Context: an optimization exercise on an open-source flow, tuned for small area. The choices shown serve that exercise and are no tape-out recipe. RTL that was checked went through simulation tests only; none was proved equivalent to the original. Power is estimated from default activity; no workload was simulated.

==> inputs of run E <==
## axis_fraction_divider
module axis_fraction_divider (
    input  wire        aclk,
    input  wire        aclken,
    input  wire        aresetn,
    input  wire        s_axis_divisor_tvalid,
    input  wire [31:0] s_axis_divisor_tdata,
    input  wire [0:0]  s_axis_divisor_tuser,
    input  wire        s_axis_dividend_tvalid,
    input  wire [31:0] s_axis_dividend_tdata,
    input  wire [0:0]  s_axis_dividend_tuser,
    output wire        m_axis_dout_tvalid,
    output wire [47:0] m_axis_dout_tdata,
    output wire [0:0]  m_axis_dout_tuser
);
wire [31:0] d_in = ~s_axis_divisor_tdata;
wire [31:0] a_in = s_axis_dividend_tdata;
wire v_in = s_axis_divisor_tvalid & s_axis_dividend_tvalid;
wire [0:0] t0 = a_in[31];
wire [0:0] e0 = d_in[0:0];
wire [0:0] ci0 = {1'b1};
wire g0 = (t0[0] | e0[0]) & &d_in[31:1];
wire [0:0] u0 = {1{g0}} & (e0 ^ ci0);
wire [0:0] r0 = t0[0:0] ^ u0[0:0];
wire [0:0] q0 = g0;
wire [1:0] t1 = {r0, a_in[30]};
wire [1:0] e1 = d_in[1:0];
wire c1_g0 = (t1[1] & e1[1]) | ((t1[1] | e1[1]) & (t1[0] | e1[0]));
wire c1_p0 = (t1[1] | e1[1]) & 1'b0;
wire [1:0] ci1 = {(t1[0] | e1[0]), 1'b1};
wire g1 = c1_g0 & &d_in[31:2];
wire [1:0] u1 = {2{g1}} & (e1 ^ ci1);
wire [1:0] r1 = t1[1:0] ^ u1[1:0];
wire [1:0] q1 = {q0, g1};
wire [2:0] t2 = {r1, a_in[29]};
wire [2:0] e2 = d_in[2:0];
wire c2_g0 = (t2[1] & e2[1]) | ((t2[1] | e2[1]) & (t2[0] | e2[0]));
wire c2_p0 = (t2[1] | e2[1]) & 1'b0;
wire c2_g1 = (t2[2] & e2[2]) | ((t2[2] | e2[2]) & c2_g0);
wire c2_p1 = (t2[2] | e2[2]) & c2_p0;
wire [2:0] ci2 = {c2_g0, (t2[0] | e2[0]), 1'b1};
wire g2 = c2_g1 & &d_in[31:3];
wire [2:0] u2 = {3{g2}} & (e2 ^ ci2);
wire [2:0] r2 = t2[2:0] ^ u2[2:0];
wire [2:0] q2 = {q1, g2};
wire [3:0] t3 = {r2, a_in[28]};
wire [3:0] e3 = d_in[3:0];
wire c3_g0 = (t3[1] & e3[1]) | ((t3[1] | e3[1]) & (t3[0] | e3[0]));
wire c3_p0 = (t3[1] | e3[1]) & 1'b0;
  ...
Settings: LEC_CHECK=0, ABC_AREA=1, CAP_MARGIN=20, CORE_MARGIN=2, CORE_UTILIZATION=70, CTS_BUF_LIST=sky130_fd_sc_hd__clkbuf_16, CTS_CLUSTER_DIAMETER=100, CTS_CLUSTER_SIZE=30, GPL_TIMING_DRIVEN=1, PLACE_DENSITY=0.85, SLEW_MARGIN=20; clock period 7.5 ns.
standard.sh (not shown) runs the stock make flow with config.mk's settings and CLKGATE_MAP_FILE= SYNTH_SCRIPT=/design/flow/synth_recipe.tcl, a recipe that flattens the netlist after the stock synthesis.
==> flow/flow/run.sh <==
#!/bin/bash
set -euo pipefail
bash standard.sh 'BUFFER_PORTS_ARGS=-buffer_cell sky130_fd_sc_hd__buf_2' finish > run_make.log 2>&1
==> run H (differences from run E) <==
==> flow/run.sh (new file) <==
#!/bin/bash
# synth_recipe.tcl (not shown) runs the flow's synth.tcl, then flattens the netlist and writes it again
# the make line also repeats each setting of config.mk as NAME=value (left out here)
make -C /OpenROAD-flow-scripts/flow DESIGN_CONFIG=/design/flow/config.mk WORK_HOME=/design/flow/orfs CLKGATE_MAP_FILE= SYNTH_SCRIPT=/design/flow/synth_recipe.tcl finish
--- a/flow/config.mk
+++ b/flow/config.mk
@@ -10,8 +10,8 @@
 export CORE_MARGIN = 2
 export CORE_UTILIZATION = 70
 export CTS_BUF_LIST = sky130_fd_sc_hd__clkbuf_16
-export CTS_CLUSTER_DIAMETER = 100
-export CTS_CLUSTER_SIZE = 30
-export GPL_TIMING_DRIVEN = 1
+export CTS_CLUSTER_DIAMETER = 80
+export CTS_CLUSTER_SIZE = 25
+export GPL_TIMING_DRIVEN = 0
 export PLACE_DENSITY = 0.85
 export SLEW_MARGIN = 20
removed: flow/flow/run.sh
removed: flow/standard.sh
==> run M (differences from run E) <==
==> flow/run.sh (new file) <==
#!/bin/bash
# synth_recipe.tcl (not shown) runs the flow's synth.tcl, then flattens the netlist and writes it again
# the make line also repeats each setting of config.mk as NAME=value (left out here)
make -C /OpenROAD-flow-scripts/flow DESIGN_CONFIG=/design/flow/config.mk WORK_HOME=/design/flow/orfs CLKGATE_MAP_FILE= SYNTH_SCRIPT=/design/flow/synth_recipe.tcl finish
--- a/flow/config.mk
+++ b/flow/config.mk
@@ -10,8 +10,8 @@
 export CORE_MARGIN = 2
 export CORE_UTILIZATION = 70
 export CTS_BUF_LIST = sky130_fd_sc_hd__clkbuf_16
-export CTS_CLUSTER_DIAMETER = 100
-export CTS_CLUSTER_SIZE = 30
+export CTS_CLUSTER_DIAMETER = 80
+export CTS_CLUSTER_SIZE = 25
 export GPL_TIMING_DRIVEN = 1
 export PLACE_DENSITY = 0.85
 export SLEW_MARGIN = 20
removed: flow/flow/run.sh
removed: flow/standard.sh
==> comparison table <==
	run H	run M	run E
Switching power share of the total	0.534	0.511	0.517
Setup slack of the worst register-to-register path	0.33 ns	0.47 ns	0.16 ns
Aggregate routed wire length	278 mm	240 mm	241 mm
Result of the run	no timing/DRC/antenna violations	no timing/DRC/antenna violations	no timing/DRC/antenna violations
CP Class	flip-flop to flip-flop	flip-flop to output pin	flip-flop to flip-flop
Worst Setup End Kind	flip-flop	output pin	flip-flop
Data arrival, critical path	7.69 ns	5.74 ns	7.88 ns
Clock Buffer Count	76	77	55
Sequential fraction of design power	0.223	0.232	0.235
Largest stage delay on the critical path	0.63 ns	0.43 ns	0.78 ns
Cell Pwr Density	463 nW/um^2	448 nW/um^2	447 nW/um^2
R2R Path End	R_r27[20]	R_r27[19]	R_r27[21]
Per-cell via count in the routed design	5.95	5.78	5.78
Max Clock Freq	139 MHz	138 MHz	136 MHz
Worst Setup Slack, final	0.326 ns	0.263 ns	0.163 ns
Fraction of layout instances using a drive strength above 1	0.0597	0.0526	0.0597
Start point of the worst min-delay path	R_q36[1]	R_q36[7]	R_q42[23]


==> 03-15: inputs <==
axis_fraction_divider, a different RTL version from the one above (not shown whole).
Settings: LEC_CHECK=0, ABC_AREA=1, CAP_MARGIN=20, CORE_MARGIN=2, CORE_UTILIZATION=70, CTS_BUF_LIST=sky130_fd_sc_hd__clkbuf_16, CTS_CLUSTER_DIAMETER=80, CTS_CLUSTER_SIZE=25, GPL_TIMING_DRIVEN=0, PLACE_DENSITY=0.85, SLEW_MARGIN=20; clock period 7.5 ns.
run.sh (not shown) runs the stock make flow with config.mk's settings and CLKGATE_MAP_FILE= SYNTH_SCRIPT=/design/flow/synth_recipe.tcl, a recipe that flattens the netlist after the stock synthesis.
Stock flow here: none of the scripts above is used.
==> inputs of 04-24, as changes to 03-15 <==
==> flow/flow/run.sh (new file) <==
#!/bin/bash
set -euo pipefail
bash standard.sh 'BUFFER_PORTS_ARGS=-buffer_cell sky130_fd_sc_hd__buf_2' finish > run_make.log 2>&1
==> flow/standard.sh (new file) <==
#!/bin/bash
# synth_recipe.tcl (not shown) runs the flow's synth.tcl, then flattens the netlist and writes it again
# the make line also repeats each setting of config.mk as NAME=value (left out here)
make -C /OpenROAD-flow-scripts/flow DESIGN_CONFIG=/design/flow/config.mk WORK_HOME=/design/flow/orfs CLKGATE_MAP_FILE= SYNTH_SCRIPT=/design/flow/synth_recipe.tcl "${@:-finish}"
removed: flow/run.sh
==> comparison table <==
Power per cell area: 04-24 463 nW/um^2; 03-15 462 nW/um^2
Wire length of the first global-routing pass: 04-24 395000 um; 03-15 396000 um
Routed wire per std cell: 04-24 16.7 um; 03-15 16.8 um
Post-place instance area: 04-24 93300 um^2; 03-15 93900 um^2
GRT Util Overall: 04-24 0.365; 03-15 0.368
Critical path startpoint: 04-24 R_d45[0]; 03-15 R_d45[1]
Met2 usage in global routing: 04-24 0.627; 03-15 0.628
Fraction of met3 tracks used by global routing: 04-24 0.0470; 03-15 0.0503
Share of cell area taken by multi-input logic gates: 04-24 0.511; 03-15 0.506
1st-iter DRT viols: 04-24 9618; 03-15 10500
Number of multi-input logic gates: 04-24 10200; 03-15 10200
Worst hold slack: 04-24 0.405 ns; 03-15 0.410 ns
Post-layout minimum cycle time: 04-24 7.63 ns; 03-15 7.66 ns
DR vias: 04-24 90600; 03-15 91200
Run status: 04-24 complete, but fails checks; 03-15 complete, but fails checks
Layout check failures: 04-24 negative setup slack; 03-15 negative setup slack
Post-detailed-routing wire length: 04-24 257000 um; 03-15 260000 um
Capture instance of the worst register-to-register path: 04-24 R_r27[6]; 03-15 R_r27[9]
No run of this note included a check of the RTL's function; only the layout flow was run.

[static timing again, ports no longer ideal]
In the flow no input, the clock included, has a driving cell. The finished layouts below were timed again as built, in two steps. Step 1: set_driving_cell puts a clkbuf_16 on aclk and a buf_2 on each other input, an assumption about the parent block. Step 2 also shifts input and output timing later by t, the mid clock arrival at the registers, as if the neighbouring blocks saw the same clock. a / b / c = ideal / step 1 / step 2; a / b = the first two.
| run | t, ns | slack for setup (ns) | clock arrival spread, ns |
|---|---|---|---|
| run E | 0.808 | 0.163 / 0.129 / 0.014 | 0.055 / 0.054 |
| run H | 0.839 | 0.326 / 0.283 / -0.333 | 0.045 / 0.045 |
| run M | 0.778 | 0.263 / 0.182 / 0.098 | 0.032 / 0.033 |
| 03-15 | 0.806 | -0.163 / -0.250 / -0.279 | 0.044 / 0.045 |
| 04-24 | 0.790 | -0.126 / -0.211 / -0.183 | 0.051 / 0.051 |
With both steps, setup timing fails in run H, where it was met with ideal ports. For run H, which loses most, drivers alone change the setup slack by -0.043 ns; drivers and shift together by -0.659 ns.
